From an optimization exercise on the open Yosys and OpenROAD flow, aimed at small area, a short achievable clock period and few clock cycles per item; shortcuts taken in it are not production practice.
The RTL was checked by simulation tests, not by an equivalence proof against the original design.

File: design.v
module bfly_mul
(
    input clk,
    input [15:0] x,
    input [14:0] t,
    output reg [18:0] s,
    output reg [18:0] c,
    output reg ci
);
wire pp1;
wire pp2;
wire pp3;
wire pp4;
wire pp5;
wire pp6;
wire pp7;
wire pp8;
wire pp9;
wire pp10;
wire pp11;
wire pp12;
wire pp13;
wire pp14;
wire pp15;
wire pp16;
wire pp17;
wire pp18;
wire pp19;
wire pp20;
wire pp21;
wire pp22;
wire pp23;
wire pp24;
wire pp25;
wire pp26;
wire pp27;
wire pp28;
wire pp29;
wire pp30;
wire pp31;
wire pp32;
wire pp33;
wire pp34;
wire pp35;
wire pp36;
wire pp37;
wire pp38;
wire pp39;
wire pp40;
wire pp41;
wire pp42;
wire pp43;
wire pp44;
wire pp45;
wire pp46;
wire pp47;
wire pp48;
wire pp49;
wire pp50;
wire pp51;
wire pp52;
wire pp53;
wire pp54;
wire pp55;
wire pp56;
wire pp57;
wire pp58;
wire pp59;
wire pp60;
wire pp61;
wire pp62;
wire pp63;
wire pp64;
wire pp65;
wire pp66;
wire pp67;
wire pp68;
wire pp69;
wire pp70;
wire pp71;
wire pp72;
wire pp73;
wire pp74;
wire pp75;
wire pp76;
wire pp77;
wire pp78;
wire pp79;
wire pp80;
wire pp81;
wire pp82;
wire pp83;
wire pp84;
wire pp85;
wire pp86;
wire pp87;
wire pp88;
wire pp89;
wire pp90;
wire pp91;
wire pp92;
wire pp93;
wire pp94;
wire pp95;
wire pp96;
wire pp97;
wire pp98;
wire pp99;
wire pp100;
wire pp101;
wire pp102;
wire pp103;
wire pp104;
wire pp105;
wire pp106;
wire pp107;
wire pp108;
wire pp109;
wire pp110;
wire pp111;
wire pp112;
wire pp113;
wire pp114;
wire pp115;
wire pp116;
wire pp117;
wire pp118;
wire pp119;
wire pp120;
wire pp121;
wire pp122;
wire pp123;
wire pp124;
wire pp125;
wire pp126;
wire pp127;
wire pp128;
wire pp129;
wire pp130;
wire pp131;
wire pp132;
wire pp133;
wire pp134;
wire pp135;
wire pp136;
wire pp137;
wire pp138;
wire pp139;
wire pp140;
wire pp141;
wire pp142;
wire pp143;
wire pp144;
wire pp145;
wire pp146;
wire pp147;
wire pp148;
wire pp149;
wire pp150;
wire pp151;
wire pp152;
wire pp153;
wire pp154;
wire pp155;
wire pp156;
wire pp157;
wire pp158;
wire pp159;
wire pp160;
wire pp161;
wire pp162;
wire pp163;
wire pp164;
wire pp165;
wire pp166;
wire pp167;
wire pp168;
wire pp169;
wire pp170;
wire pp171;
wire pp172;
wire pp173;
wire pp174;
wire pp175;
wire pp176;
wire pp177;
wire pp178;
wire pp179;
wire pp180;
wire pp181;
wire pp182;
wire pp183;
wire pp184;
wire pp185;
wire pp186;
wire pp187;
wire pp188;
wire pp189;
wire pp190;
wire pp191;
wire pp192;
wire pp193;
wire pp194;
wire pp195;
wire pp196;
wire pp197;
wire pp198;
wire pp199;
wire pp200;
wire pp201;
wire pp202;
wire pp203;
wire pp204;
wire pp205;
wire pp206;
wire pp207;
wire pp208;
wire pp209;
wire pp210;
wire pp211;
wire pp212;
wire pp213;
wire pp214;
wire pp215;
wire pp216;
wire pp217;
wire pp218;
wire pp219;
wire pp220;
wire pp221;
wire pp222;
wire pp223;
wire pp224;
wire pp225;
wire pp226;
wire pp227;
wire pp228;
wire pp229;
wire pp230;
wire pp231;
wire pp232;
wire pp233;
wire pp234;
wire pp235;
wire pp236;
wire pp237;
wire pp238;
wire pp239;
wire pp240;
wire pp241;
wire s242;
wire c243;
wire s244;
wire c245;
wire s246;
wire c247;
wire s248;
wire c249;
wire s250;
wire c251;
wire s252;
wire c253;
wire s254;
wire c255;
wire s256;
wire c257;
wire s258;
wire c259;
wire s260;
wire c261;
wire s262;
wire c263;
wire s264;
wire c265;
wire s266;
wire c267;
wire s268;
wire c269;
wire s270;
wire c271;
wire s272;
wire c273;
wire s274;
wire c275;
wire s276;
wire c277;
wire s278;
wire c279;
wire s280;
wire c281;
wire s282;
wire c283;
wire s284;
wire c285;
wire s286;
wire c287;
wire s288;
wire c289;
wire s290;
wire c291;
wire s292;
wire c293;
wire s294;
wire c295;
wire s296;
wire c297;
wire s298;
wire c299;
wire s300;
wire c301;
wire s302;
wire c303;
wire s304;
wire c305;
wire s306;
wire c307;
wire s308;
wire c309;
wire s310;
wire c311;
wire s312;
wire c313;
wire s314;
wire c315;
wire s316;
wire c317;
wire s318;
wire c319;
wire s320;
wire c321;
wire s322;
wire c323;
wire s324;
wire c325;
wire s326;
wire c327;
wire s328;
wire c329;
wire s330;
wire c331;
wire s332;
wire c333;
wire s334;
wire c335;
wire s336;
wire c337;
wire s338;
wire c339;
wire s340;
wire c341;
wire s342;
wire c343;
wire s344;
wire c345;
wire s346;
wire c347;
wire s348;
wire c349;
wire s350;
wire c351;
wire s352;
wire c353;
wire s354;
wire c355;
wire s356;
wire c357;
wire s358;
wire c359;
wire s360;
wire c361;
wire s362;
wire c363;
wire s364;
wire c365;
wire s366;
wire c367;
wire s368;
wire c369;
wire s370;
wire c371;
wire s372;
wire c373;
wire s374;
wire c375;
wire s376;
wire c377;
wire s378;
wire c379;
wire s380;
wire c381;
wire s382;
wire c383;
wire s384;
wire c385;
wire s386;
wire c387;
wire s388;
wire c389;
wire s390;
wire c391;
wire s392;
wire c393;
wire s394;
wire c395;
wire s396;
wire c397;
wire s398;
wire c399;
wire s400;
wire c401;
wire s402;
wire c403;
wire s404;
wire c405;
wire s406;
wire c407;
wire s408;
wire c409;
wire s410;
wire c411;
wire s412;
wire c413;
wire s414;
wire c415;
wire s416;
wire c417;
wire s418;
wire c419;
wire s420;
wire c421;
wire s422;
wire c423;
wire s424;
wire c425;
wire s426;
wire c427;
wire s428;
wire c429;
wire s430;
wire c431;
wire s432;
wire c433;
wire s434;
wire c435;
wire s436;
wire c437;
wire s438;
wire c439;
wire s440;
wire c441;
wire s442;
wire c443;
wire s444;
wire c445;
wire s446;
wire c447;
wire s448;
wire c449;
wire s450;
wire c451;
wire s452;
wire c453;
wire s454;
wire c455;
wire s456;
wire c457;
wire s458;
wire c459;
wire s460;
wire c461;
wire s462;
wire c463;
wire s464;
wire c465;
wire s466;
wire c467;
wire s468;
wire c469;
wire s470;
wire c471;
wire s472;
wire c473;
wire s474;
wire c475;
wire s476;
wire c477;
wire s478;
wire c479;
wire s480;
wire c481;
wire s482;
wire c483;
wire s484;
wire c485;
wire s486;
wire c487;
wire s488;
wire c489;
wire s490;
wire c491;
wire s492;
wire c493;
wire s494;
wire c495;
wire s496;
wire c497;
wire s498;
wire c499;
wire s500;
wire c501;
wire s502;
wire c503;
wire s504;
wire c505;
wire s506;
wire c507;
wire s508;
wire c509;
wire s510;
wire c511;
wire s512;
wire c513;
wire s514;
wire c515;
wire s516;
wire c517;
wire s518;
wire c519;
wire s520;
wire c521;
wire s522;
wire c523;
wire s524;
wire c525;
wire s526;
wire c527;
wire s528;
wire c529;
wire s530;
wire c531;
wire s532;
wire c533;
wire s534;
wire c535;
wire s536;
wire c537;
wire s538;
wire c539;
wire s540;
wire c541;
wire s542;
wire c543;
wire s544;
wire c545;
wire s546;
wire c547;
wire s548;
wire c549;
wire s550;
wire c551;
wire s552;
wire c553;
wire s554;
wire c555;
wire s556;
wire c557;
wire s558;
wire c559;
wire s560;
wire c561;
wire s562;
wire c563;
wire s564;
wire c565;
wire s566;
wire c567;
wire s568;
wire c569;
wire s570;
wire c571;
wire s572;
wire c573;
wire s574;
wire c575;
wire s576;
wire c577;
wire s578;
wire c579;
wire s580;
wire c581;
wire s582;
wire c583;
wire s584;
wire c585;
wire s586;
wire c587;
wire s588;
wire c589;
wire s590;
wire c591;
wire s592;
wire c593;
wire s594;
wire c595;
wire s596;
wire c597;
wire s598;
wire c599;
wire s600;
wire c601;
wire s602;
wire c603;
wire s604;
wire c605;
wire s606;
wire c607;
wire s608;
wire c609;
wire s610;
wire c611;
wire s612;
wire c613;
wire s614;
wire c615;
wire s616;
wire c617;
wire s618;
wire c619;
wire s620;
wire c621;
wire s622;
wire c623;
wire s624;
wire c625;
wire s626;
wire c627;
wire s628;
wire c629;
wire s630;
wire c631;
wire s632;
wire c633;
wire s634;
wire c635;
wire s636;
wire c637;
wire s638;
wire c639;
wire s640;
wire c641;
wire s642;
wire c643;
wire s644;
wire c645;
wire s646;
wire c647;
wire s648;
wire c649;
wire s650;
wire c651;
wire s652;
wire c653;
wire s654;
wire c655;
wire s656;
wire c657;
wire s658;
wire c659;
wire s660;
wire c661;
assign pp1 = x[0] & t[0];
assign pp2 = x[0] & t[1];
assign pp3 = x[0] & t[2];
assign pp4 = x[0] & t[3];
assign pp5 = x[0] & t[4];
assign pp6 = x[0] & t[5];
assign pp7 = x[0] & t[6];
assign pp8 = x[0] & t[7];
assign pp9 = x[0] & t[8];
assign pp10 = x[0] & t[9];
assign pp11 = x[0] & t[10];
assign pp12 = x[0] & t[11];
assign pp13 = x[0] & t[12];
assign pp14 = x[0] & t[13];
assign pp15 = x[0] & t[14];
assign pp16 = x[1] & t[0];
assign pp17 = x[1] & t[1];
assign pp18 = x[1] & t[2];
assign pp19 = x[1] & t[3];
assign pp20 = x[1] & t[4];
assign pp21 = x[1] & t[5];
assign pp22 = x[1] & t[6];
assign pp23 = x[1] & t[7];
assign pp24 = x[1] & t[8];
assign pp25 = x[1] & t[9];
assign pp26 = x[1] & t[10];
assign pp27 = x[1] & t[11];
assign pp28 = x[1] & t[12];
assign pp29 = x[1] & t[13];
assign pp30 = x[1] & t[14];
assign pp31 = x[2] & t[0];
assign pp32 = x[2] & t[1];
assign pp33 = x[2] & t[2];
assign pp34 = x[2] & t[3];
assign pp35 = x[2] & t[4];
assign pp36 = x[2] & t[5];
assign pp37 = x[2] & t[6];
assign pp38 = x[2] & t[7];
assign pp39 = x[2] & t[8];
assign pp40 = x[2] & t[9];
assign pp41 = x[2] & t[10];
assign pp42 = x[2] & t[11];
assign pp43 = x[2] & t[12];
assign pp44 = x[2] & t[13];
assign pp45 = x[2] & t[14];
assign pp46 = x[3] & t[0];
assign pp47 = x[3] & t[1];
assign pp48 = x[3] & t[2];
assign pp49 = x[3] & t[3];
assign pp50 = x[3] & t[4];
assign pp51 = x[3] & t[5];
assign pp52 = x[3] & t[6];
assign pp53 = x[3] & t[7];
assign pp54 = x[3] & t[8];
assign pp55 = x[3] & t[9];
assign pp56 = x[3] & t[10];
assign pp57 = x[3] & t[11];
assign pp58 = x[3] & t[12];
assign pp59 = x[3] & t[13];
assign pp60 = x[3] & t[14];
assign pp61 = x[4] & t[0];
assign pp62 = x[4] & t[1];
assign pp63 = x[4] & t[2];
assign pp64 = x[4] & t[3];
assign pp65 = x[4] & t[4];
assign pp66 = x[4] & t[5];
assign pp67 = x[4] & t[6];
assign pp68 = x[4] & t[7];
assign pp69 = x[4] & t[8];
assign pp70 = x[4] & t[9];
assign pp71 = x[4] & t[10];
assign pp72 = x[4] & t[11];
assign pp73 = x[4] & t[12];
assign pp74 = x[4] & t[13];
assign pp75 = x[4] & t[14];
assign pp76 = x[5] & t[0];
assign pp77 = x[5] & t[1];
assign pp78 = x[5] & t[2];
assign pp79 = x[5] & t[3];
assign pp80 = x[5] & t[4];
assign pp81 = x[5] & t[5];
assign pp82 = x[5] & t[6];
assign pp83 = x[5] & t[7];
assign pp84 = x[5] & t[8];
assign pp85 = x[5] & t[9];
assign pp86 = x[5] & t[10];
assign pp87 = x[5] & t[11];
assign pp88 = x[5] & t[12];
assign pp89 = x[5] & t[13];
assign pp90 = x[5] & t[14];
assign pp91 = x[6] & t[0];
assign pp92 = x[6] & t[1];
assign pp93 = x[6] & t[2];
assign pp94 = x[6] & t[3];
assign pp95 = x[6] & t[4];
assign pp96 = x[6] & t[5];
assign pp97 = x[6] & t[6];
assign pp98 = x[6] & t[7];
assign pp99 = x[6] & t[8];
assign pp100 = x[6] & t[9];
assign pp101 = x[6] & t[10];
assign pp102 = x[6] & t[11];
assign pp103 = x[6] & t[12];
assign pp104 = x[6] & t[13];
assign pp105 = x[6] & t[14];
assign pp106 = x[7] & t[0];
assign pp107 = x[7] & t[1];
assign pp108 = x[7] & t[2];
assign pp109 = x[7] & t[3];
assign pp110 = x[7] & t[4];
assign pp111 = x[7] & t[5];
assign pp112 = x[7] & t[6];
assign pp113 = x[7] & t[7];
assign pp114 = x[7] & t[8];
assign pp115 = x[7] & t[9];
assign pp116 = x[7] & t[10];
assign pp117 = x[7] & t[11];
assign pp118 = x[7] & t[12];
assign pp119 = x[7] & t[13];
assign pp120 = x[7] & t[14];
assign pp121 = x[8] & t[0];
assign pp122 = x[8] & t[1];
assign pp123 = x[8] & t[2];
assign pp124 = x[8] & t[3];
assign pp125 = x[8] & t[4];
assign pp126 = x[8] & t[5];
assign pp127 = x[8] & t[6];
assign pp128 = x[8] & t[7];
assign pp129 = x[8] & t[8];
assign pp130 = x[8] & t[9];
assign pp131 = x[8] & t[10];
assign pp132 = x[8] & t[11];
assign pp133 = x[8] & t[12];
assign pp134 = x[8] & t[13];
assign pp135 = x[8] & t[14];
assign pp136 = x[9] & t[0];
assign pp137 = x[9] & t[1];
assign pp138 = x[9] & t[2];
assign pp139 = x[9] & t[3];
assign pp140 = x[9] & t[4];
assign pp141 = x[9] & t[5];
assign pp142 = x[9] & t[6];
assign pp143 = x[9] & t[7];
assign pp144 = x[9] & t[8];
assign pp145 = x[9] & t[9];
assign pp146 = x[9] & t[10];
assign pp147 = x[9] & t[11];
assign pp148 = x[9] & t[12];
assign pp149 = x[9] & t[13];
assign pp150 = x[9] & t[14];
assign pp151 = x[10] & t[0];
assign pp152 = x[10] & t[1];
assign pp153 = x[10] & t[2];
assign pp154 = x[10] & t[3];
assign pp155 = x[10] & t[4];
assign pp156 = x[10] & t[5];
assign pp157 = x[10] & t[6];
assign pp158 = x[10] & t[7];
assign pp159 = x[10] & t[8];
assign pp160 = x[10] & t[9];
assign pp161 = x[10] & t[10];
assign pp162 = x[10] & t[11];
assign pp163 = x[10] & t[12];
assign pp164 = x[10] & t[13];
assign pp165 = x[10] & t[14];
assign pp166 = x[11] & t[0];
assign pp167 = x[11] & t[1];
assign pp168 = x[11] & t[2];
assign pp169 = x[11] & t[3];
assign pp170 = x[11] & t[4];
assign pp171 = x[11] & t[5];
assign pp172 = x[11] & t[6];
assign pp173 = x[11] & t[7];
assign pp174 = x[11] & t[8];
assign pp175 = x[11] & t[9];
assign pp176 = x[11] & t[10];
assign pp177 = x[11] & t[11];
assign pp178 = x[11] & t[12];
assign pp179 = x[11] & t[13];
assign pp180 = x[11] & t[14];
assign pp181 = x[12] & t[0];
assign pp182 = x[12] & t[1];
assign pp183 = x[12] & t[2];
assign pp184 = x[12] & t[3];
assign pp185 = x[12] & t[4];
assign pp186 = x[12] & t[5];
assign pp187 = x[12] & t[6];
assign pp188 = x[12] & t[7];
assign pp189 = x[12] & t[8];
assign pp190 = x[12] & t[9];
assign pp191 = x[12] & t[10];
assign pp192 = x[12] & t[11];
assign pp193 = x[12] & t[12];
assign pp194 = x[12] & t[13];
assign pp195 = x[12] & t[14];
assign pp196 = x[13] & t[0];
assign pp197 = x[13] & t[1];
assign pp198 = x[13] & t[2];
assign pp199 = x[13] & t[3];
assign pp200 = x[13] & t[4];
assign pp201 = x[13] & t[5];
assign pp202 = x[13] & t[6];
assign pp203 = x[13] & t[7];
assign pp204 = x[13] & t[8];
assign pp205 = x[13] & t[9];
assign pp206 = x[13] & t[10];
assign pp207 = x[13] & t[11];
assign pp208 = x[13] & t[12];
assign pp209 = x[13] & t[13];
assign pp210 = x[13] & t[14];
assign pp211 = x[14] & t[0];
assign pp212 = x[14] & t[1];
assign pp213 = x[14] & t[2];
assign pp214 = x[14] & t[3];
assign pp215 = x[14] & t[4];
assign pp216 = x[14] & t[5];
assign pp217 = x[14] & t[6];
assign pp218 = x[14] & t[7];
assign pp219 = x[14] & t[8];
assign pp220 = x[14] & t[9];
assign pp221 = x[14] & t[10];
assign pp222 = x[14] & t[11];
assign pp223 = x[14] & t[12];
assign pp224 = x[14] & t[13];
assign pp225 = x[14] & t[14];
assign pp226 = ~(x[15] & t[0]);
assign pp227 = ~(x[15] & t[1]);
assign pp228 = ~(x[15] & t[2]);
assign pp229 = ~(x[15] & t[3]);
assign pp230 = ~(x[15] & t[4]);
assign pp231 = ~(x[15] & t[5]);
assign pp232 = ~(x[15] & t[6]);
assign pp233 = ~(x[15] & t[7]);
assign pp234 = ~(x[15] & t[8]);
assign pp235 = ~(x[15] & t[9]);
assign pp236 = ~(x[15] & t[10]);
assign pp237 = ~(x[15] & t[11]);
assign pp238 = ~(x[15] & t[12]);
assign pp239 = ~(x[15] & t[13]);
assign pp240 = ~(x[15] & t[14]);
assign pp241 = ~x[15];
assign s242 = 1'b1 ^ pp13;
assign c243 = 1'b1 & pp13;
assign s244 = 1'b1 ^ pp14 ^ pp28;
assign c245 = (1'b1 & pp14) | (pp28 & (1'b1 ^ pp14));
assign s246 = pp42 ^ pp56;
assign c247 = pp42 & pp56;
assign s248 = pp15 ^ pp29 ^ pp43;
assign c249 = (pp15 & pp29) | (pp43 & (pp15 ^ pp29));
assign s250 = pp57 ^ pp71 ^ pp85;
assign c251 = (pp57 & pp71) | (pp85 & (pp57 ^ pp71));
assign s252 = 1'b1 ^ pp30 ^ pp44;
assign c253 = (1'b1 & pp30) | (pp44 & (1'b1 ^ pp30));
assign s254 = pp58 ^ pp72 ^ pp86;
assign c255 = (pp58 & pp72) | (pp86 & (pp58 ^ pp72));
assign s256 = pp100 ^ pp114;
assign c257 = pp100 & pp114;
assign s258 = pp45 ^ pp59 ^ pp73;
assign c259 = (pp45 & pp59) | (pp73 & (pp45 ^ pp59));
assign s260 = pp87 ^ pp101 ^ pp115;
assign c261 = (pp87 & pp101) | (pp115 & (pp87 ^ pp101));
assign s262 = pp60 ^ pp74 ^ pp88;
assign c263 = (pp60 & pp74) | (pp88 & (pp60 ^ pp74));
assign s264 = 1'b1 ^ pp9;
assign c265 = 1'b1 & pp9;
assign s266 = 1'b1 ^ pp10 ^ pp24;
assign c267 = (1'b1 & pp10) | (pp24 & (1'b1 ^ pp10));
assign s268 = pp38 ^ pp52;
assign c269 = pp38 & pp52;
assign s270 = 1'b1 ^ pp11 ^ pp25;
assign c271 = (1'b1 & pp11) | (pp25 & (1'b1 ^ pp11));
assign s272 = pp39 ^ pp53 ^ pp67;
assign c273 = (pp39 & pp53) | (pp67 & (pp39 ^ pp53));
assign s274 = pp81 ^ pp95;
assign c275 = pp81 & pp95;
assign s276 = 1'b1 ^ pp12 ^ pp26;
assign c277 = (1'b1 & pp12) | (pp26 & (1'b1 ^ pp12));
assign s278 = pp40 ^ pp54 ^ pp68;
assign c279 = (pp40 & pp54) | (pp68 & (pp40 ^ pp54));
assign s280 = pp82 ^ pp96 ^ pp110;
assign c281 = (pp82 & pp96) | (pp110 & (pp82 ^ pp96));
assign s282 = pp124 ^ pp138;
assign c283 = pp124 & pp138;
assign s284 = pp27 ^ pp41 ^ pp55;
assign c285 = (pp27 & pp41) | (pp55 & (pp27 ^ pp41));
assign s286 = pp69 ^ pp83 ^ pp97;
assign c287 = (pp69 & pp83) | (pp97 & (pp69 ^ pp83));
assign s288 = pp111 ^ pp125 ^ pp139;
assign c289 = (pp111 & pp125) | (pp139 & (pp111 ^ pp125));
assign s290 = pp153 ^ pp167 ^ pp181;
assign c291 = (pp153 & pp167) | (pp181 & (pp153 ^ pp167));
assign s292 = pp70 ^ pp84 ^ pp98;
assign c293 = (pp70 & pp84) | (pp98 & (pp70 ^ pp84));
assign s294 = pp112 ^ pp126 ^ pp140;
assign c295 = (pp112 & pp126) | (pp140 & (pp112 ^ pp126));
assign s296 = pp154 ^ pp168 ^ pp182;
assign c297 = (pp154 & pp168) | (pp182 & (pp154 ^ pp168));
assign s298 = pp196 ^ c243 ^ s246;
assign c299 = (pp196 & c243) | (s246 & (pp196 ^ c243));
assign s300 = pp99 ^ pp113 ^ pp127;
assign c301 = (pp99 & pp113) | (pp127 & (pp99 ^ pp113));
assign s302 = pp141 ^ pp155 ^ pp169;
assign c303 = (pp141 & pp155) | (pp169 & (pp141 ^ pp155));
assign s304 = pp183 ^ pp197 ^ pp211;
assign c305 = (pp183 & pp197) | (pp211 & (pp183 ^ pp197));
assign s306 = c247 ^ c245 ^ s248;
assign c307 = (c247 & c245) | (s248 & (c247 ^ c245));
assign s308 = pp128 ^ pp142 ^ pp156;
assign c309 = (pp128 & pp142) | (pp156 & (pp128 ^ pp142));
assign s310 = pp170 ^ pp184 ^ pp198;
assign c311 = (pp170 & pp184) | (pp198 & (pp170 ^ pp184));
assign s312 = pp212 ^ pp226 ^ s256;
assign c313 = (pp212 & pp226) | (s256 & (pp212 ^ pp226));
assign s314 = c249 ^ c251 ^ s252;
assign c315 = (c249 & c251) | (s252 & (c249 ^ c251));
assign s316 = pp129 ^ pp143 ^ pp157;
assign c317 = (pp129 & pp143) | (pp157 & (pp129 ^ pp143));
assign s318 = pp171 ^ pp185 ^ pp199;
assign c319 = (pp171 & pp185) | (pp199 & (pp171 ^ pp185));
assign s320 = pp213 ^ pp227 ^ c257;
assign c321 = (pp213 & pp227) | (c257 & (pp213 ^ pp227));
assign s322 = c253 ^ c255 ^ s258;
assign c323 = (c253 & c255) | (s258 & (c253 ^ c255));
assign s324 = pp102 ^ pp116 ^ pp130;
assign c325 = (pp102 & pp116) | (pp130 & (pp102 ^ pp116));
assign s326 = pp144 ^ pp158 ^ pp172;
assign c327 = (pp144 & pp158) | (pp172 & (pp144 ^ pp158));
assign s328 = pp186 ^ pp200 ^ pp214;
assign c329 = (pp186 & pp200) | (pp214 & (pp186 ^ pp200));
assign s330 = pp228 ^ c259 ^ c261;
assign c331 = (pp228 & c259) | (c261 & (pp228 ^ c259));
assign s332 = pp75 ^ pp89 ^ pp103;
assign c333 = (pp75 & pp89) | (pp103 & (pp75 ^ pp89));
assign s334 = pp117 ^ pp131 ^ pp145;
assign c335 = (pp117 & pp131) | (pp145 & (pp117 ^ pp131));
assign s336 = pp159 ^ pp173 ^ pp187;
assign c337 = (pp159 & pp173) | (pp187 & (pp159 ^ pp173));
assign s338 = pp201 ^ pp215 ^ pp229;
assign c339 = (pp201 & pp215) | (pp229 & (pp201 ^ pp215));
assign s340 = pp90 ^ pp104 ^ pp118;
assign c341 = (pp90 & pp104) | (pp118 & (pp90 ^ pp104));
assign s342 = pp132 ^ pp146 ^ pp160;
assign c343 = (pp132 & pp146) | (pp160 & (pp132 ^ pp146));
assign s344 = pp174 ^ pp188 ^ pp202;
assign c345 = (pp174 & pp188) | (pp202 & (pp174 ^ pp188));
assign s346 = pp105 ^ pp119 ^ pp133;
assign c347 = (pp105 & pp119) | (pp133 & (pp105 ^ pp119));
assign s348 = pp147 ^ pp161 ^ pp175;
assign c349 = (pp147 & pp161) | (pp175 & (pp147 ^ pp161));
assign s350 = pp120 ^ pp134 ^ pp148;
assign c351 = (pp120 & pp134) | (pp148 & (pp120 ^ pp134));
assign s352 = 1'b1 ^ pp6;
assign c353 = 1'b1 & pp6;
assign s354 = 1'b1 ^ pp7 ^ pp21;
assign c355 = (1'b1 & pp7) | (pp21 & (1'b1 ^ pp7));
assign s356 = pp35 ^ pp49;
assign c357 = pp35 & pp49;
assign s358 = 1'b1 ^ pp8 ^ pp22;
assign c359 = (1'b1 & pp8) | (pp22 & (1'b1 ^ pp8));
assign s360 = pp36 ^ pp50 ^ pp64;
assign c361 = (pp36 & pp50) | (pp64 & (pp36 ^ pp50));
assign s362 = pp78 ^ pp92;
assign c363 = pp78 & pp92;
assign s364 = pp23 ^ pp37 ^ pp51;
assign c365 = (pp23 & pp37) | (pp51 & (pp23 ^ pp37));
assign s366 = pp65 ^ pp79 ^ pp93;
assign c367 = (pp65 & pp79) | (pp93 & (pp65 ^ pp79));
assign s368 = pp107 ^ pp121 ^ s264;
assign c369 = (pp107 & pp121) | (s264 & (pp107 ^ pp121));
assign s370 = pp66 ^ pp80 ^ pp94;
assign c371 = (pp66 & pp80) | (pp94 & (pp66 ^ pp80));
assign s372 = pp108 ^ pp122 ^ pp136;
assign c373 = (pp108 & pp122) | (pp136 & (pp108 ^ pp122));
assign s374 = c265 ^ s268 ^ s266;
assign c375 = (c265 & s268) | (s266 & (c265 ^ s268));
assign s376 = pp109 ^ pp123 ^ pp137;
assign c377 = (pp109 & pp123) | (pp137 & (pp109 ^ pp123));
assign s378 = pp151 ^ c269 ^ s274;
assign c379 = (pp151 & c269) | (s274 & (pp151 ^ c269));
assign s380 = c267 ^ s270 ^ s272;
assign c381 = (c267 & s270) | (s272 & (c267 ^ s270));
assign s382 = pp152 ^ pp166 ^ c275;
assign c383 = (pp152 & pp166) | (c275 & (pp152 ^ pp166));
assign s384 = s282 ^ c271 ^ c273;
assign c385 = (s282 & c271) | (c273 & (s282 ^ c271));
assign s386 = s276 ^ s278 ^ s280;
assign c387 = (s276 & s278) | (s280 & (s276 ^ s278));
assign s388 = c283 ^ s242 ^ c277;
assign c389 = (c283 & s242) | (c277 & (c283 ^ s242));
assign s390 = c279 ^ c281 ^ s284;
assign c391 = (c279 & c281) | (s284 & (c279 ^ c281));
assign s392 = s286 ^ s288 ^ s290;
assign c393 = (s286 & s288) | (s290 & (s286 ^ s288));
assign s394 = c285 ^ c287 ^ c289;
assign c395 = (c285 & c287) | (c289 & (c285 ^ c287));
assign s396 = c291 ^ s244 ^ s292;
assign c397 = (c291 & s244) | (s292 & (c291 ^ s244));
assign s398 = s294 ^ s296 ^ s298;
assign c399 = (s294 & s296) | (s298 & (s294 ^ s296));
assign s400 = c293 ^ c295 ^ c297;
assign c401 = (c293 & c295) | (c297 & (c293 ^ c295));
assign s402 = s250 ^ s300 ^ s302;
assign c403 = (s250 & s300) | (s302 & (s250 ^ s300));
assign s404 = s304 ^ c299 ^ s306;
assign c405 = (s304 & c299) | (s306 & (s304 ^ c299));
assign s406 = c301 ^ c303 ^ c305;
assign c407 = (c301 & c303) | (c305 & (c301 ^ c303));
assign s408 = s254 ^ s308 ^ s310;
assign c409 = (s254 & s308) | (s310 & (s254 ^ s308));
assign s410 = s312 ^ c307 ^ s314;
assign c411 = (s312 & c307) | (s314 & (s312 ^ c307));
assign s412 = c309 ^ c311 ^ s260;
assign c413 = (c309 & c311) | (s260 & (c309 ^ c311));
assign s414 = s316 ^ s318 ^ s320;
assign c415 = (s316 & s318) | (s320 & (s316 ^ s318));
assign s416 = c313 ^ c315 ^ s322;
assign c417 = (c313 & c315) | (s322 & (c313 ^ c315));
assign s418 = c317 ^ c319 ^ s262;
assign c419 = (c317 & c319) | (s262 & (c317 ^ c319));
assign s420 = s324 ^ s326 ^ s328;
assign c421 = (s324 & s326) | (s328 & (s324 ^ s326));
assign s422 = c321 ^ s330 ^ c323;
assign c423 = (c321 & s330) | (c323 & (c321 ^ s330));
assign s424 = c263 ^ c325 ^ c327;
assign c425 = (c263 & c325) | (c327 & (c263 ^ c325));
assign s426 = c329 ^ s332 ^ s334;
assign c427 = (c329 & s332) | (s334 & (c329 ^ s332));
assign s428 = s336 ^ s338 ^ c331;
assign c429 = (s336 & s338) | (c331 & (s336 ^ s338));
assign s430 = pp216 ^ pp230 ^ c333;
assign c431 = (pp216 & pp230) | (c333 & (pp216 ^ pp230));
assign s432 = c335 ^ c337 ^ c339;
assign c433 = (c335 & c337) | (c339 & (c335 ^ c337));
assign s434 = s340 ^ s342 ^ s344;
assign c435 = (s340 & s342) | (s344 & (s340 ^ s342));
assign s436 = pp189 ^ pp203 ^ pp217;
assign c437 = (pp189 & pp203) | (pp217 & (pp189 ^ pp203));
assign s438 = pp231 ^ c341 ^ c343;
assign c439 = (pp231 & c341) | (c343 & (pp231 ^ c341));
assign s440 = c345 ^ s346 ^ s348;
assign c441 = (c345 & s346) | (s348 & (c345 ^ s346));
assign s442 = pp162 ^ pp176 ^ pp190;
assign c443 = (pp162 & pp176) | (pp190 & (pp162 ^ pp176));
assign s444 = pp204 ^ pp218 ^ pp232;
assign c445 = (pp204 & pp218) | (pp232 & (pp204 ^ pp218));
assign s446 = c347 ^ c349 ^ s350;
assign c447 = (c347 & c349) | (s350 & (c347 ^ c349));
assign s448 = pp135 ^ pp149 ^ pp163;
assign c449 = (pp135 & pp149) | (pp163 & (pp135 ^ pp149));
assign s450 = pp177 ^ pp191 ^ pp205;
assign c451 = (pp177 & pp191) | (pp205 & (pp177 ^ pp191));
assign s452 = pp219 ^ pp233 ^ c351;
assign c453 = (pp219 & pp233) | (c351 & (pp219 ^ pp233));
assign s454 = pp150 ^ pp164 ^ pp178;
assign c455 = (pp150 & pp164) | (pp178 & (pp150 ^ pp164));
assign s456 = pp192 ^ pp206 ^ pp220;
assign c457 = (pp192 & pp206) | (pp220 & (pp192 ^ pp206));
assign s458 = pp165 ^ pp179 ^ pp193;
assign c459 = (pp165 & pp179) | (pp193 & (pp165 ^ pp179));
assign s460 = 1'b1 ^ pp4;
assign c461 = 1'b1 & pp4;
assign s462 = 1'b1 ^ pp5 ^ pp19;
assign c463 = (1'b1 & pp5) | (pp19 & (1'b1 ^ pp5));
assign s464 = pp33 ^ pp47;
assign c465 = pp33 & pp47;
assign s466 = pp20 ^ pp34 ^ pp48;
assign c467 = (pp20 & pp34) | (pp48 & (pp20 ^ pp34));
assign s468 = pp62 ^ pp76 ^ s352;
assign c469 = (pp62 & pp76) | (s352 & (pp62 ^ pp76));
assign s470 = pp63 ^ pp77 ^ pp91;
assign c471 = (pp63 & pp77) | (pp91 & (pp63 ^ pp77));
assign s472 = c353 ^ s356 ^ s354;
assign c473 = (c353 & s356) | (s354 & (c353 ^ s356));
assign s474 = pp106 ^ c357 ^ s362;
assign c475 = (pp106 & c357) | (s362 & (pp106 ^ c357));
assign s476 = c355 ^ s358 ^ s360;
assign c477 = (c355 & s358) | (s360 & (c355 ^ s358));
assign s478 = c363 ^ c359 ^ c361;
assign c479 = (c363 & c359) | (c361 & (c363 ^ c359));
assign s480 = s364 ^ s366 ^ s368;
assign c481 = (s364 & s366) | (s368 & (s364 ^ s366));
assign s482 = c365 ^ c367 ^ s370;
assign c483 = (c365 & c367) | (s370 & (c365 ^ c367));
assign s484 = s372 ^ c369 ^ s374;
assign c485 = (s372 & c369) | (s374 & (s372 ^ c369));
assign s486 = c371 ^ c373 ^ s376;
assign c487 = (c371 & c373) | (s376 & (c371 ^ c373));
assign s488 = s378 ^ c375 ^ s380;
assign c489 = (s378 & c375) | (s380 & (s378 ^ c375));
assign s490 = c377 ^ s382 ^ c379;
assign c491 = (c377 & s382) | (c379 & (c377 ^ s382));
assign s492 = s384 ^ c381 ^ s386;
assign c493 = (s384 & c381) | (s386 & (s384 ^ c381));
assign s494 = c383 ^ c385 ^ s388;
assign c495 = (c383 & c385) | (s388 & (c383 ^ c385));
assign s496 = c387 ^ s390 ^ s392;
assign c497 = (c387 & s390) | (s392 & (c387 ^ s390));
assign s498 = c389 ^ s394 ^ c391;
assign c499 = (c389 & s394) | (c391 & (c389 ^ s394));
assign s500 = c393 ^ s396 ^ s398;
assign c501 = (c393 & s396) | (s398 & (c393 ^ s396));
assign s502 = c395 ^ s400 ^ c397;
assign c503 = (c395 & s400) | (c397 & (c395 ^ s400));
assign s504 = s402 ^ c399 ^ s404;
assign c505 = (s402 & c399) | (s404 & (s402 ^ c399));
assign s506 = c401 ^ s406 ^ c403;
assign c507 = (c401 & s406) | (c403 & (c401 ^ s406));
assign s508 = s408 ^ c405 ^ s410;
assign c509 = (s408 & c405) | (s410 & (s408 ^ c405));
assign s510 = c407 ^ c409 ^ s412;
assign c511 = (c407 & c409) | (s412 & (c407 ^ c409));
assign s512 = s414 ^ c411 ^ s416;
assign c513 = (s414 & c411) | (s416 & (s414 ^ c411));
assign s514 = c413 ^ s418 ^ s420;
assign c515 = (c413 & s418) | (s420 & (c413 ^ s418));
assign s516 = c415 ^ s422 ^ c417;
assign c517 = (c415 & s422) | (c417 & (c415 ^ s422));
assign s518 = s424 ^ c419 ^ c421;
assign c519 = (s424 & c419) | (c421 & (s424 ^ c419));
assign s520 = s426 ^ c423 ^ s428;
assign c521 = (s426 & c423) | (s428 & (s426 ^ c423));
assign s522 = c425 ^ s430 ^ s432;
assign c523 = (c425 & s430) | (s432 & (c425 ^ s430));
assign s524 = c427 ^ s434 ^ c429;
assign c525 = (c427 & s434) | (c429 & (c427 ^ s434));
assign s526 = s436 ^ c431 ^ c433;
assign c527 = (s436 & c431) | (c433 & (s436 ^ c431));
assign s528 = s438 ^ c435 ^ s440;
assign c529 = (s438 & c435) | (s440 & (s438 ^ c435));
assign s530 = c437 ^ s442 ^ s444;
assign c531 = (c437 & s442) | (s444 & (c437 ^ s442));
assign s532 = c439 ^ c441 ^ s446;
assign c533 = (c439 & c441) | (s446 & (c439 ^ c441));
assign s534 = c443 ^ c445 ^ s448;
assign c535 = (c443 & c445) | (s448 & (c443 ^ c445));
assign s536 = s450 ^ s452 ^ c447;
assign c537 = (s450 & s452) | (c447 & (s450 ^ s452));
assign s538 = pp234 ^ c449 ^ c451;
assign c539 = (pp234 & c449) | (c451 & (pp234 ^ c449));
assign s540 = s454 ^ s456 ^ c453;
assign c541 = (s454 & s456) | (c453 & (s454 ^ s456));
assign s542 = pp207 ^ pp221 ^ pp235;
assign c543 = (pp207 & pp221) | (pp235 & (pp207 ^ pp221));
assign s544 = c455 ^ c457 ^ s458;
assign c545 = (c455 & c457) | (s458 & (c455 ^ c457));
assign s546 = pp180 ^ pp194 ^ pp208;
assign c547 = (pp180 & pp194) | (pp208 & (pp180 ^ pp194));
assign s548 = pp222 ^ pp236 ^ c459;
assign c549 = (pp222 & pp236) | (c459 & (pp222 ^ pp236));
assign s550 = pp195 ^ pp209 ^ pp223;
assign c551 = (pp195 & pp209) | (pp223 & (pp195 ^ pp209));
assign s552 = 1'b1 ^ pp3;
assign c553 = 1'b1 & pp3;
assign s554 = pp18 ^ pp32 ^ pp46;
assign c555 = (pp18 & pp32) | (pp46 & (pp18 ^ pp32));
assign s556 = pp61 ^ c461 ^ s464;
assign c557 = (pp61 & c461) | (s464 & (pp61 ^ c461));
assign s558 = c465 ^ c463 ^ s466;
assign c559 = (c465 & c463) | (s466 & (c465 ^ c463));
assign s560 = c467 ^ s470 ^ c469;
assign c561 = (c467 & s470) | (c469 & (c467 ^ s470));
assign s562 = c471 ^ s474 ^ c473;
assign c563 = (c471 & s474) | (c473 & (c471 ^ s474));
assign s564 = c475 ^ s478 ^ c477;
assign c565 = (c475 & s478) | (c477 & (c475 ^ s478));
assign s566 = c479 ^ s482 ^ c481;
assign c567 = (c479 & s482) | (c481 & (c479 ^ s482));
assign s568 = c483 ^ s486 ^ c485;
assign c569 = (c483 & s486) | (c485 & (c483 ^ s486));
assign s570 = c487 ^ s490 ^ c489;
assign c571 = (c487 & s490) | (c489 & (c487 ^ s490));
assign s572 = c491 ^ s494 ^ c493;
assign c573 = (c491 & s494) | (c493 & (c491 ^ s494));
assign s574 = c495 ^ s498 ^ c497;
assign c575 = (c495 & s498) | (c497 & (c495 ^ s498));
assign s576 = c499 ^ s502 ^ c501;
assign c577 = (c499 & s502) | (c501 & (c499 ^ s502));
assign s578 = c503 ^ s506 ^ c505;
assign c579 = (c503 & s506) | (c505 & (c503 ^ s506));
assign s580 = c507 ^ s510 ^ c509;
assign c581 = (c507 & s510) | (c509 & (c507 ^ s510));
assign s582 = c511 ^ s514 ^ s516;
assign c583 = (c511 & s514) | (s516 & (c511 ^ s514));
assign s584 = s518 ^ c515 ^ s520;
assign c585 = (s518 & c515) | (s520 & (s518 ^ c515));
assign s586 = c519 ^ s522 ^ s524;
assign c587 = (c519 & s522) | (s524 & (c519 ^ s522));
assign s588 = c523 ^ s526 ^ s528;
assign c589 = (c523 & s526) | (s528 & (c523 ^ s526));
assign s590 = s530 ^ c527 ^ c529;
assign c591 = (s530 & c527) | (c529 & (s530 ^ c527));
assign s592 = c531 ^ s534 ^ s536;
assign c593 = (c531 & s534) | (s536 & (c531 ^ s534));
assign s594 = s538 ^ c535 ^ c537;
assign c595 = (s538 & c535) | (c537 & (s538 ^ c535));
assign s596 = s542 ^ c539 ^ s544;
assign c597 = (s542 & c539) | (s544 & (s542 ^ c539));
assign s598 = c543 ^ s546 ^ s548;
assign c599 = (c543 & s546) | (s548 & (c543 ^ s546));
assign s600 = pp237 ^ c547 ^ s550;
assign c601 = (pp237 & c547) | (s550 & (pp237 ^ c547));
assign s602 = pp210 ^ pp224 ^ pp238;
assign c603 = (pp210 & pp224) | (pp238 & (pp210 ^ pp224));
assign s604 = 1'b1 ^ pp241;
assign c605 = 1'b1 & pp241;
assign s606 = 1'b1 ^ pp2 ^ pp16;
assign c607 = (1'b1 & pp2) | (pp16 & (1'b1 ^ pp2));
assign s608 = pp17 ^ pp31 ^ s552;
assign c609 = (pp17 & pp31) | (s552 & (pp17 ^ pp31));
assign s610 = c553 ^ s460 ^ s554;
assign c611 = (c553 & s460) | (s554 & (c553 ^ s460));
assign s612 = c555 ^ s462 ^ s556;
assign c613 = (c555 & s462) | (s556 & (c555 ^ s462));
assign s614 = c557 ^ s468 ^ s558;
assign c615 = (c557 & s468) | (s558 & (c557 ^ s468));
assign s616 = c559 ^ s472 ^ s560;
assign c617 = (c559 & s472) | (s560 & (c559 ^ s472));
assign s618 = s476 ^ c561 ^ s562;
assign c619 = (s476 & c561) | (s562 & (s476 ^ c561));
assign s620 = c563 ^ s480 ^ s564;
assign c621 = (c563 & s480) | (s564 & (c563 ^ s480));
assign s622 = c565 ^ s484 ^ s566;
assign c623 = (c565 & s484) | (s566 & (c565 ^ s484));
assign s624 = s488 ^ c567 ^ s568;
assign c625 = (s488 & c567) | (s568 & (s488 ^ c567));
assign s626 = s492 ^ c569 ^ s570;
assign c627 = (s492 & c569) | (s570 & (s492 ^ c569));
assign s628 = s496 ^ c571 ^ s572;
assign c629 = (s496 & c571) | (s572 & (s496 ^ c571));
assign s630 = s500 ^ c573 ^ s574;
assign c631 = (s500 & c573) | (s574 & (s500 ^ c573));
assign s632 = c575 ^ s504 ^ s576;
assign c633 = (c575 & s504) | (s576 & (c575 ^ s504));
assign s634 = s508 ^ c577 ^ s578;
assign c635 = (s508 & c577) | (s578 & (s508 ^ c577));
assign s636 = s512 ^ c579 ^ s580;
assign c637 = (s512 & c579) | (s580 & (s512 ^ c579));
assign s638 = c513 ^ c581 ^ s582;
assign c639 = (c513 & c581) | (s582 & (c513 ^ c581));
assign s640 = c517 ^ s584 ^ c583;
assign c641 = (c517 & s584) | (c583 & (c517 ^ s584));
assign s642 = c521 ^ c585 ^ s586;
assign c643 = (c521 & c585) | (s586 & (c521 ^ c585));
assign s644 = c525 ^ s588 ^ c587;
assign c645 = (c525 & s588) | (c587 & (c525 ^ s588));
assign s646 = s532 ^ s590 ^ c589;
assign c647 = (s532 & s590) | (c589 & (s532 ^ s590));
assign s648 = c533 ^ c591 ^ s592;
assign c649 = (c533 & c591) | (s592 & (c533 ^ c591));
assign s650 = s540 ^ s594 ^ c593;
assign c651 = (s540 & s594) | (c593 & (s540 ^ s594));
assign s652 = c541 ^ s596 ^ c595;
assign c653 = (c541 & s596) | (c595 & (c541 ^ s596));
assign s654 = c545 ^ s598 ^ c597;
assign c655 = (c545 & s598) | (c597 & (c545 ^ s598));
assign s656 = c549 ^ s600 ^ c599;
assign c657 = (c549 & s600) | (c599 & (c549 ^ s600));
assign s658 = c551 ^ s602 ^ c601;
assign c659 = (c551 & s602) | (c601 & (c551 ^ s602));
assign s660 = pp225 ^ pp239 ^ c603;
assign c661 = (pp225 & pp239) | (c603 & (pp225 ^ pp239));
wire [12:0] lo = {1'b0, {s626, s624, s622, s620, s618, s616, s614, s612, s610, s608, s606, pp1}} + {1'b0, {c625, c623, c621, c619, c617, c615, c613, c611, c609, c607, c605, s604}};
always @(posedge clk) begin
    s <= {1'b1, pp240, s660, s658, s656, s654, s652, s650, s648, s646, s644, s642, s640, s638, s636, s634, s632, s630, s628};
    c <= {1'b0, c661, c659, c657, c655, c653, c651, c649, c647, c645, c643, c641, c639, c637, c635, c633, c631, c629, c627};
    ci <= lo[12];
end
endmodule
module fft1024
(
    input clk,
    input rst_n,
    input start,
    output reg finish,
    input clear,
    input [31:0] dout0,
    output reg oce0,
    output reg ce0,
    output reg wre0,
    output reg [10:0] ad0,
    output reg [31:0] din0,
    input [31:0] dout1,
    output reg oce1,
    output reg ce1,
    output reg wre1,
    output reg [10:0] ad1,
    output reg [31:0] din1,
    input [15:0] dout_w,
    output reg oce_w,
    output reg ce_w,
    output reg [10:0] ad_w
);
reg run;             
reg ph;              
reg [3:0] s;         
reg [8:0] u;         
reg gap;             
wire        e0_v = run && (s <= 4'd9) && !gap;
wire        e0_x = (s == 4'd9) && !gap;
wire        e0_b = u[0];
wire [7:0]  e0_bi = u[8:1];
reg  [8:0]  e0_mask;    
always @(*) begin
    case (s)
        4'd0: e0_mask = 9'h000;
        4'd1: e0_mask = 9'h001;
        4'd2: e0_mask = 9'h003;
        4'd3: e0_mask = 9'h007;
        4'd4: e0_mask = 9'h00f;
        4'd5: e0_mask = 9'h01f;
        4'd6: e0_mask = 9'h03f;
        4'd7: e0_mask = 9'h07f;
        default: e0_mask = 9'h0ff;
    endcase
end
wire [8:0] e0_bw  = {1'b0, e0_bi};
wire [8:0] e0_ins = ((e0_bw << 1) & ~{e0_mask[7:0], 1'b1}) | (e0_bw & e0_mask);
wire [8:0] e0_a0  = e0_x ? u : e0_ins;
wire [8:0] e0_a1  = e0_x ? u : (e0_ins | (e0_mask + 9'd1));
reg  [8:0] e0_i;
always @(*) begin
    case (s)
        4'd0: e0_i = 9'd0;
        4'd1: e0_i = {e0_bi[0], 8'd0};
        4'd2: e0_i = {e0_bi[1:0], 7'd0};
        4'd3: e0_i = {e0_bi[2:0], 6'd0};
        4'd4: e0_i = {e0_bi[3:0], 5'd0};
        4'd5: e0_i = {e0_bi[4:0], 4'd0};
        4'd6: e0_i = {e0_bi[5:0], 3'd0};
        4'd7: e0_i = {e0_bi[6:0], 2'd0};
        4'd8: e0_i = {e0_bi[7:0], 1'd0};
        default: e0_i = u;
    endcase
end
wire e0_sr = e0_i > 9'd256;
wire [10:0] e0_adre = e0_sr ? {e0_i - 9'd256, 2'b00} : {9'd256 - e0_i, 2'b00};
wire [10:0] e0_adim = e0_sr ? {9'd0 - e0_i, 2'b00} : {e0_i, 2'b00};
reg       e1_v, e2_v, e3_v;
reg       e1_x, e2_x, e3_x;      
reg       e1_b, e2_b, e3_b;      
reg [8:0] e1_a0, e2_a0;
reg [8:0] e1_a1, e2_a1, e3_a1;
reg       e1_sr, e2_sr;
wire done = run && !ph && (s == 4'd10) && !e1_v && !e2_v && !e3_v;
always @(posedge clk or negedge rst_n) begin
    if (!rst_n) begin
        run <= 1'b0;
        ph <= 1'b0;
        s <= 4'd0;
        u <= 9'd0;
        gap <= 1'b0;
        e1_v <= 1'b0;
        e2_v <= 1'b0;
        e3_v <= 1'b0;
        finish <= 1'b0;
    end
    else begin
        if (clear)
            finish <= 1'b0;
        if (!run) begin
            ph <= 1'b0;
            e1_v <= 1'b0;
            e2_v <= 1'b0;
            e3_v <= 1'b0;
            if (start)
                run <= 1'b1;
        end
        else begin
            ph <= ~ph;
            if (done) begin
                run <= 1'b0;
                finish <= 1'b1;
                s <= 4'd0;
                u <= 9'd0;
            end
            else if (ph) begin
                e1_v <= e0_v;
                e2_v <= e1_v;
                e3_v <= e2_v;
                if (gap) begin
                    gap <= 1'b0;
                end
                else if (s <= 4'd9) begin
                    u <= u + 9'd1;
                    if (u == 9'd511) begin
                        s <= s + 4'd1;
                        if (s == 4'd8)
                            gap <= 1'b1;
                    end
                end
            end
        end
    end
end
always @(posedge clk) begin
    if (ph) begin
        e1_x <= e0_x;   e2_x <= e1_x;   e3_x <= e2_x;
        e1_b <= e0_b;   e2_b <= e1_b;   e3_b <= e2_b;
        e1_a0 <= e0_a0; e2_a0 <= e1_a0;
        e1_a1 <= e0_a1; e2_a1 <= e1_a1; e3_a1 <= e2_a1;
        e1_sr <= e0_sr; e2_sr <= e1_sr;
    end
end
wire r1_0 = e0_v && !e0_x && !e0_b;             
wire r1_1 = e0_v && (e0_x || e0_b);             
wire r0_0 = e1_v && (e1_x || !e1_b);            
wire r0_1 = e1_v && !e1_x && e1_b;              
wire w0_0 = e2_v && (e2_x || !e2_b);            
wire w0_1 = e2_v && !e2_x && e2_b;              
wire w1_0 = e3_v && !e3_x && !e3_b;             
wire w1_1 = e3_v && (e3_x || e3_b);               
always @(posedge clk or negedge rst_n) begin
    if (!rst_n) begin
        ce0 <= 1'b0; oce0 <= 1'b0; wre0 <= 1'b0;
        ce1 <= 1'b0; oce1 <= 1'b0; wre1 <= 1'b0;
        ce_w <= 1'b0; oce_w <= 1'b0;
    end
    else if (run && !done) begin
        if (!ph) begin
            ce0 <= r1_0 || r0_0;  oce0 <= r1_0 || r0_0;  wre0 <= 1'b0;
            ce1 <= r1_1 || r0_1;  oce1 <= r1_1 || r0_1;  wre1 <= 1'b0;
        end
        else begin
            ce0 <= w0_0 || w1_0;  oce0 <= w0_0 || w1_0;  wre0 <= 1'b1;
            ce1 <= w0_1 || w1_1;  oce1 <= w0_1 || w1_1;  wre1 <= 1'b1;
        end
        ce_w <= 1'b1; oce_w <= 1'b1;
    end
    else begin
        ce0 <= 1'b0; oce0 <= 1'b0; wre0 <= 1'b0;
        ce1 <= 1'b0; oce1 <= 1'b0; wre1 <= 1'b0;
        ce_w <= 1'b0; oce_w <= 1'b0;
    end
end
always @(posedge clk) begin
    if (!ph) begin
        ad0 <= {2'b00, r1_0 ? e0_a1 : e1_a0};
        ad1 <= {2'b00, r1_1 ? e0_a1 : e1_a0};
        ad_w <= e0_adre;
    end
    else begin
        ad0 <= {2'b00, w0_0 ? e2_a0 : e3_a1};
        ad1 <= {2'b00, w0_1 ? e2_a0 : e3_a1};
        ad_w <= e0_adim;
    end
end
reg [14:0] tw;                  
reg [31:0] x1;                  
reg [31:0] x0;                  
reg [15:0] rrr, rir;            
reg [31:0] hold;                
localparam MK = 12;                  
wire [30-MK:0] ma_s, ma_c, mb_s, mb_c;
wire ma_ci, mb_ci;
bfly_mul mul_a (.clk(clk), .x(x1[31:16]), .t(tw), .s(ma_s), .c(ma_c), .ci(ma_ci));
bfly_mul mul_b (.clk(clk), .x(x1[15:0]),  .t(tw), .s(mb_s), .c(mb_c), .ci(mb_ci));
localparam SH = 15 - MK;
localparam WW = 31 - MK;
wire [WW-1:0] ci_a = {{(WW-1){1'b0}}, ma_ci};
wire [WW-1:0] ci_b = {{(WW-1){1'b0}}, mb_ci};
wire [WW-1:0] e2_m = {WW{e2_sr}};
wire [WW-1:0] e2_ka = {{(WW-SH-1){1'b0}}, e2_sr, {(SH-1){1'b0}}, e2_sr ^ ma_ci};
wire [WW-1:0] e2_kb = {{(WW-SH-1){1'b0}}, e2_sr, {(SH-1){1'b0}}, e2_sr ^ mb_ci};
wire [WW-1:0] rrr_w = (ma_s ^ e2_m) + (ma_c ^ e2_m) + e2_ka;
wire [WW-1:0] rir_w = (mb_s ^ e2_m) + (mb_c ^ e2_m) + e2_kb;
wire [15:0] rrr_n = rrr_w[WW-1:SH];
wire [15:0] rir_n = rir_w[WW-1:SH];
wire [WW-1:0] ua = {rrr, {(SH-1){1'b0}}, mb_ci};
wire [WW-1:0] us = ua ^ mb_s ^ mb_c;
wire [WW-1:0] uc = {(ua & mb_s) | (ua & mb_c) | (mb_s & mb_c), 1'b0};
wire [WW-1:0] wa = {rir, {(SH-2){1'b0}}, ~ma_ci, ma_ci};
wire [WW-1:0] ws = wa ^ ~ma_s ^ ~ma_c;
wire [WW-1:0] wc = {(wa & ~ma_s) | (wa & ~ma_c) | (~ma_s & ~ma_c), 1'b0};
wire [WW-1:0] rnd = {{(WW-SH){1'b0}}, {SH{1'b1}}};
wire [WW-1:0] t0re = {x0[31:16], {SH{1'b0}}} + us + uc;
wire [WW-1:0] t1re = {x0[31:16], {SH{1'b0}}} + ~us + ~uc + rnd + 2;
wire [WW-1:0] t0im = {x0[15:0], {SH{1'b0}}} + ws + wc + rnd;
wire [WW-1:0] t1im = {x0[15:0], {SH{1'b0}}} + ~ws + ~wc + 2;
wire [31:0] y0 = {t0re[WW-1:SH], t0im[WW-1:SH]};
wire [31:0] y1 = {t1re[WW-1:SH], t1im[WW-1:SH]};
always @(posedge clk) begin
    tw <= dout_w[14:0];
    x0 <= (e2_x || !e2_b) ? dout0 : dout1;           
    rrr <= rrr_n;                                     
    rir <= rir_n;                                     
    din0 <= (e2_x || !e2_b) ? y0 : hold;              
    din1 <= (e2_b && !e2_x) ? y0 : hold;              
    if (!ph)
        x1 <= (e1_x || e1_b) ? dout1 : dout0;
    else
        hold <= y1;
end
endmodule
File: flow/run.sh
#!/bin/bash
set -o pipefail
export BUFFER_PORTS_ARGS="-buffer_cell sky130_fd_sc_hd__buf_2"
cp standard.sh standard_copy.txt 2>/dev/null
bash standard.sh > standard.log 2>&1
File: standard.sh
#!/bin/bash
# synth_recipe.tcl (not shown) runs the flow's synth.tcl, then flattens the netlist and writes it again
# the make line also repeats each setting of config.mk as NAME=value (left out here)
make -C /OpenROAD-flow-scripts/flow DESIGN_CONFIG=/design/flow/config.mk WORK_HOME=/design/flow/orfs CLKGATE_MAP_FILE= SYNTH_SCRIPT=/design/flow/synth_recipe.tcl "${@:-finish}"
File: config.mk
export PLATFORM = sky130hd
export DESIGN_NAME = fft1024
export DESIGN_NICKNAME = fft1024
export VERILOG_FILES = /design/flow/design.v
export SDC_FILE = /design/flow/constraint.sdc
export NUM_CORES = 4
export LEC_CHECK = 0
export ABC_AREA = 1
export CAP_MARGIN = 20
export CORE_MARGIN = 2
export CORE_UTILIZATION = 60
export PLACE_DENSITY = 0.7
export SLEW_MARGIN = 20
File: constraint.sdc
create_clock -name core_clock -period 16.0 [get_ports {clk}]
set_input_delay 3.2000 -clock core_clock [delete_from_list [all_inputs] [get_ports {clk}]]
set_output_delay 3.2000 -clock core_clock [all_outputs]
set_load 0.01 [all_outputs]
==> results of run 1 <==
-- state kept, by name, summed over array words and instances (netlist names), 32 cells and up --
signal / count
din0: 32
din1: 32
hold: 32
x0: 32
x1: 32
-- cell families (layout without fill, tap and decap cells) --
family,Yosys count,after routing
DFF,385,385
buffers and inverters,1055,1182
other,1,8
adders and majority gates,685,685
xor gates and xnor gates,161,161
and+or+nand+nor,1225,1225
AOI/OAI and AO/OA,443,443
-- stage by stage --
stage / utilization / area (µm²) / setup WS, ns
final: 0.654 / 36700 / 11.68
after global routing: 0.654 / 36700 / 11.52
after detailed placement: 0.629 / 35300 / 11.63
after CTS: 0.654 / 36700 / 11.65
after floorplan: - / 33900 / 12.14
after global placement: 0.628 / 35300 / 11.55
-- synthesized netlist by cell type, types with 3 or more instances --
library cell | n | area, µm²
sky130_fd_sc_hd__inv_1 | 901 | 3380
sky130_fd_sc_hd__nand2_1 | 900 | 3380
sky130_fd_sc_hd__fa_1 | 468 | 9370
sky130_fd_sc_hd__dfxtp_1 | 244 | 4880
sky130_fd_sc_hd__o21ai_0 | 223 | 1120
sky130_fd_sc_hd__ha_1 | 217 | 2720
sky130_fd_sc_hd__a21oi_1 | 140 | 701
sky130_fd_sc_hd__xor2_1 | 126 | 1100
sky130_fd_sc_hd__nor2_1 | 122 | 458
sky130_fd_sc_hd__clkbuf_1 | 118 | 443
sky130_fd_sc_hd__edfxtp_1 | 117 | 3510
sky130_fd_sc_hd__nand3_1 | 116 | 581
sky130_fd_sc_hd__xnor2_1 | 35 | 307
sky130_fd_sc_hd__nand4_1 | 26 | 163
sky130_fd_sc_hd__dfrtp_1 | 24 | 601
sky130_fd_sc_hd__nor3_1 | 24 | 120
sky130_fd_sc_hd__o22ai_1 | 20 | 125
sky130_fd_sc_hd__buf_2 | 13 | 65.1
sky130_fd_sc_hd__o21bai_1 | 13 | 97.6
sky130_fd_sc_hd__buf_4 | 11 | 82.6
sky130_fd_sc_hd__a21o_1 | 10 | 75.1
sky130_fd_sc_hd__a31oi_1 | 8 | 50.1
sky130_fd_sc_hd__nand3b_1 | 8 | 60.1
sky130_fd_sc_hd__o21ai_1 | 7 | 35.0
sky130_fd_sc_hd__nand2_2 | 6 | 37.5
sky130_fd_sc_hd__nor2_4 | 6 | 67.6
sky130_fd_sc_hd__o21a_1 | 6 | 45.0
sky130_fd_sc_hd__buf_1 | 5 | 18.8
sky130_fd_sc_hd__a211oi_1 | 4 | 30.0
sky130_fd_sc_hd__or2_2 | 4 | 25.0
sky130_fd_sc_hd__a221oi_1 | 3 | 26.3
sky130_fd_sc_hd__buf_6 | 3 | 33.8
sky130_fd_sc_hd__nand3_2 | 3 | 30.0
sky130_fd_sc_hd__o31ai_1 | 3 | 22.5
-- path summary, 6_finish.rpt --
kind	startpoint	endpoint	slack (ns)	cells past startpoint
worst max-delay path	ce0	ce0	11.68	1
worst min-delay path	e1_a1[5]	e2_a1[5]	0.42	0
worst max register to register	x1[20]	mul_a.ci	11.72	12
worst min register to register	e1_a1[5]	e2_a1[5]	0.42	0
max in group asynchronous	rst_n	ph	12.99	1
min in group asynchronous	rst_n	u[7]	2.59	1
-- layer usage --
metal	GRT usage	share of wire
met1	0.381	0.39
met2	0.524	0.48
met3	0.0734	0.084
met4	0.132	0.045
met5	0	0.00013
-- cell type report --
class	instances	area, µm²
Multi-Input combinational cell	2520	20900
Fill cell	4808	19400
Sequential cell	385	9010
Inverter	905	3400
Clock buffer	59	1200
Timing Repair Buffer	197	1020
Tap cell	756	946
Clock inverter	21	225
Antenna cell	2	5.00
==> metrics.yaml, run 1 <==
outcome:
  status: "no timing/DRC/antenna violations"
sta:
  fmax_ghz: 0.231
  timing.setup.tns_ns: 0
  period_needed_ns: 4.32
  timing_max_transition_violations_final: 0
  setup_viol: 0
  timing_hold_violations_final: 0
  slew-limit-headroom: 0.342
  rsz0062_at_grt: "no"
  tightestPinTransition_ns: 0.976
  fin_worst_hold_slack_ns: 0.415
  worst_clock_skew_ns: 0.0196
  fin_crit_sh: 0.270
floorplanning:
  rows: 87
  fp.dieArea_um2: 58500
  die_height_um: 242
  initial_core_util: 0.604
  fp.dieW_um: 242
  floorplan.core_area_um2: 56200
  boundaryPins: 190
layout:
  design.final.nets: 4821
  leading_cell_types_in_the_layout_fill_and_taps_excluded: "sky130_fd_sc_hd__nand2_1 (900), sky130_fd_sc_hd__inv_1 (899), sky130_fd_sc_hd__fa_1 (468)"
  post_route_cells_drive_above_1_share: 0.0759
  layout-area-overhead-vs-synth_pct: 8.27
  layout_commonest_cell: "sky130_fd_sc_hd__nand2_1"
  final_non_filler_cells: 4845
clock_network:
  clk_pin_slew_ns: 0.06
  clock_insertion_delay_worst_skew_ns: 0.60
  cts_sinks: 385
  post_cts_buffers: 0
  max-clock-path-buffers: 3
  cts-hold-fix-buffers: 0
  cts_h_tree_depth: 2
  cts_tree: "built"
  cts_root_buf: "sky130_fd_sc_hd__clkbuf_16"
  cts-buffers-inserted: 43
  post_cts_resize_count: 0
logic_synthesis:
  post_synth_inst_count: 3955
  yosys_warnings: 2
  synth_compound_area_frac: 0.0699
  synth_enable_flop_cells: 117
  muxShareOfSynthArea: 0
  main_combinational_cell_family_by_area_after_synthesis: "adder cells"
  ys_types: 50
  mappedNetlistArea_um2: 33900
  synth_fa_ha_area_frac: 0.356
  async_reset_ff_frac: 0.0623
  yosysSeqAreaShare: 0.265
  post_synth_xor_area_fraction: 0.0416
  synth_simple_gate_area_share: 0.148
  synth_ff_type: "sky130_fd_sc_hd__dfxtp_1"
  postSynthAreaPerCell_um2: 8.58
  ys_ff_latch: 385
setup_path:
  chain_of_cells_forming_the_critical_path: "buf_2"
  worst_ep_required_time_ns: 12.80
  critical_path.top_delay_family: "flip-flops"
  crit_path_top_delay_cell: "sky130_fd_sc_hd__dfrtp_1"
  worst_setup_path_start_kind: "flop"
  cpPeakStageDelay_ns: 0.38
  cp_max_fo: 2
  setup_cp_type: "reg -> out"
  arrival_ns: 1.12
  path_buf_inv: 1
  crit_path_end_kind: "output pin"
drt:
  mean_number_of_vias_per_cell: 5.29
  drt_first_iter_violations: 1696
  vias: 25624
  totalWireLength_um: 86600
  remaining_drc_errors: 0
  detail_route.wl_per_cell_um: 17.9
  drt_pass1_iterations: 6
  detail-route-antenna-nets: 0
global_routing:
  grt_remaining_overflow: 0
  first_global_vias: 26709
  grt_start_max_net_pins: 77
  groute.usage.overall: 0.310
  wire_length_of_the_first_global_routing_pass_um: 141000
  initial_antenna_violation_count: 5
placed_design:
  place_hpwl_um: 66400
  port_buffers: 182
  dpl.cell_count: 4763
  routabilityCongestion: 0.957
hold_path:
  worst_hold_path_type: "reg -> reg"
flow_run:
  cap_violations: 0
Testbench counts, summed over its fixed seeds: cycles 123,000, ffts 12.
==> run 2, diff against run 1 <==
--- a/config.mk
+++ b/config.mk
@@ -8,6 +8,5 @@
 export ABC_AREA = 1
 export CAP_MARGIN = 20
 export CORE_MARGIN = 2
-export CORE_UTILIZATION = 60
-export PLACE_DENSITY = 0.7
+export CORE_UTILIZATION = 40
 export SLEW_MARGIN = 20
==> run 2 against run 1 <==
  * Largest cell class unchanged
  * Utilization fell by 21 points
  * First-iteration DRC count down 6.2%
  * Register-to-register slack worse by 0.07 ns
  * Maximum frequency fell by 1.9%
==> metrics.yaml, run 2 <==
drt:
  detail_route.wl_per_cell_um: 17.8
  vias: 25363
  remaining_drc_errors: 0
  drt_pass1_iterations: 6
  totalWireLength_um: 93000
  detail-route-antenna-nets: 0
  drt_first_iter_violations: 1591
  mean_number_of_vias_per_cell: 4.85
hold_path:
  min_to: "e2_a1[3]"
  worst_hold_path_type: "reg -> reg"
  hold_path_depth: 0
  hold_path_startpoint: "e1_a1[3]"
logic_synthesis:
  synthDominantAreaCellType: "sky130_fd_sc_hd__fa_1"
  synth_enable_flop_cells: 117
  async_reset_ff_frac: 0.0623
  ys_types: 50
  yosysSeqAreaShare: 0.265
  synth_ff_type: "sky130_fd_sc_hd__dfxtp_1"
  synth.area.top_cells: "sky130_fd_sc_hd__fa_1 (28%), sky130_fd_sc_hd__dfxtp_1 (14%), sky130_fd_sc_hd__edfxtp_1 (10%)"
  post_synth_inst_count: 3955
  synthMostInstantiatedCell: "sky130_fd_sc_hd__inv_1"
  postSynthAreaPerCell_um2: 8.58
  most_frequent_cells_after_synthesis: "sky130_fd_sc_hd__inv_1 (901), sky130_fd_sc_hd__nand2_1 (900), sky130_fd_sc_hd__fa_1 (468)"
  synth_top_area_frac: 0.276
  ys_ff_latch: 385
  yosys_warnings: 2
  mappedNetlistArea_um2: 33900
global_routing:
  first_global_vias: 26859
  initial_antenna_violation_count: 4
  groute.usage.overall: 0.222
  grt_start_max_net_pins: 79
  grt_remaining_overflow: 0
  wire_length_of_the_first_global_routing_pass_um: 149000
layout:
  layout-area-overhead-vs-synth_pct: 10.3
  layout_commonest_cell: "sky130_fd_sc_hd__nand2_1"
  design.final.nets: 4821
  post_route_cells_drive_above_1_share: 0.0787
  leading_cell_types_in_the_layout_fill_and_taps_excluded: "sky130_fd_sc_hd__nand2_1 (900), sky130_fd_sc_hd__inv_1 (899), sky130_fd_sc_hd__fa_1 (468)"
  final_non_filler_cells: 5225
  finish.utilization: 0.446
  final_design_area_excluding_fillers_um2: 37400
clock_network:
  post_cts_buffers: 0
  post_cts_resize_count: 0
  cts_sinks: 385
  cts_tree: "built"
  max-clock-path-buffers: 3
  cts-buffers-inserted: 46
  clk_pin_slew_ns: 0.06
  clock_insertion_delay_worst_skew_ns: 0.61
  cts-hold-fix-buffers: 0
  cts_h_tree_depth: 2
  cts_root_buf: "sky130_fd_sc_hd__clkbuf_16"
sta:
  timing.setup.tns_ns: 0
  fin_crit_sh: 0.275
  tightestPinTransition_ns: 0.996
  worst_clock_skew_ns: 0.0339
  timing_max_transition_violations_final: 0
  slew-limit-headroom: 0.329
  fmax_ghz: 0.227
  fin_worst_hold_slack_ns: 0.413
  timing_hold_violations_final: 0
  rsz0062_at_grt: "no"
  period_needed_ns: 4.41
  setup_viol: 0
  postLayoutSetupSlackWorst_ns: 11.59
setup_path:
  arrival_ns: 1.21
  cp_max_fo: 2
  crit-reg2reg-capture: "mul_a.s[5]"
  worst_setup_path_start_kind: "flop"
  crit_path_end_kind: "output pin"
  critical_path.top_delay_family: "flip-flops"
  cpPeakStageDelay_ns: 0.43
  chain_of_cells_forming_the_critical_path: "buf_2"
  r2r-start: "tw[11]"
  regToRegSetupSlack_ns: 11.65
  path_buf_inv: 1
  crit_path_top_delay_cell: "sky130_fd_sc_hd__dfrtp_1"
  setup_cp_type: "reg -> out"
  reg2reg_depth: 10
  worst_ep_required_time_ns: 12.80
placed_design:
  dpl.cell_count: 5137
  post-place-ws_ns: 11.66
  routabilityCongestion: 0.928
  port_buffers: 182
  placed_area_um2: 35800
  place_hpwl_um: 70500
floorplanning:
  fp.dieArea_um2: 87200
  die_height_um: 295
  floorplan.core_area_um2: 83800
  initial_core_util: 0.405
  boundaryPins: 190
  rows: 106
  fp.dieW_um: 295
flow_run:
  cap_violations: 0
outcome:
  status: "no timing/DRC/antenna violations"
[run 2: kinds of logic after synthesis]
kind of cell,Yosys count,share of synthesized area
flops,385,0.265
xor+xnor,161,0.0416
fa+ha+maj,685,0.356
compound gates,443,0.0699
buf+inv,1055,0.119
other cells,1,0.000111
simple gates,1225,0.148
[run 2: area by class of cell]
cell class	count	area, µm²
Tap cell	1134	1420
Clock inverter	24	275
Multi-Input combinational cell	2520	20900
Timing Repair Buffer	194	1010
Fill cell	8381	46400
Sequential cell	385	9020
Inverter	905	3400
Antenna cell	1	2.50
Clock buffer	62	1370
[run 2: layer usage]
layer	up-vias	GRT usage	share of wire
met4	4	0.0886	0.042
met1	12451	0.272	0.41
met5	-	0	0.00026
li1	12109	-	-
met2	652	0.394	0.50
met3	147	0.0284	0.051
[run 2: worst max-delay path by stage]
stage | from | endpoint | slack [ns] | cells after the start
finish | ce1 | oce1 | 11.59 | 1
global route | tw[11] | mul_a.s[5] | 11.51 | 10
CTS | ce1 | ce1 | 11.56 | 1
detailed placement | tw[11] | mul_a.s[5] | 11.66 | 10
global placement | dout1[2] | x1[2] | 11.68 | 3
floorplan | x1[18] | mul_a.s[5] | 12.14 | 11

[static timing again, ports no longer ideal]
Ports are ideal in the flow. The routed layouts listed here were re-timed in OpenROAD.
Step 1: set_driving_cell puts a clkbuf_16 on clk and a buf_2 on each other input, an assumption about the parent block.
Step 2, shift: input delay + t, output delay - t, t = (earliest + latest rising clock arrival at the registers) / 2. This alone moves slack from input paths to output paths.
Three values: no drivers, after step 1, after step 2; two values: the first two.
run	t, ns	slack for setup (ns)	clock arrival spread, ns
run 1	0.655	11.680 / 11.615 / 11.555	0.021 / 0.021
run 2	0.667	11.595 / 11.524 / 11.649	0.035 / 0.035
After both steps every run listed still meets setup and hold. The setup slack of run 1, which loses most, moves by -0.065 ns with the drivers and by -0.125 ns with both steps.
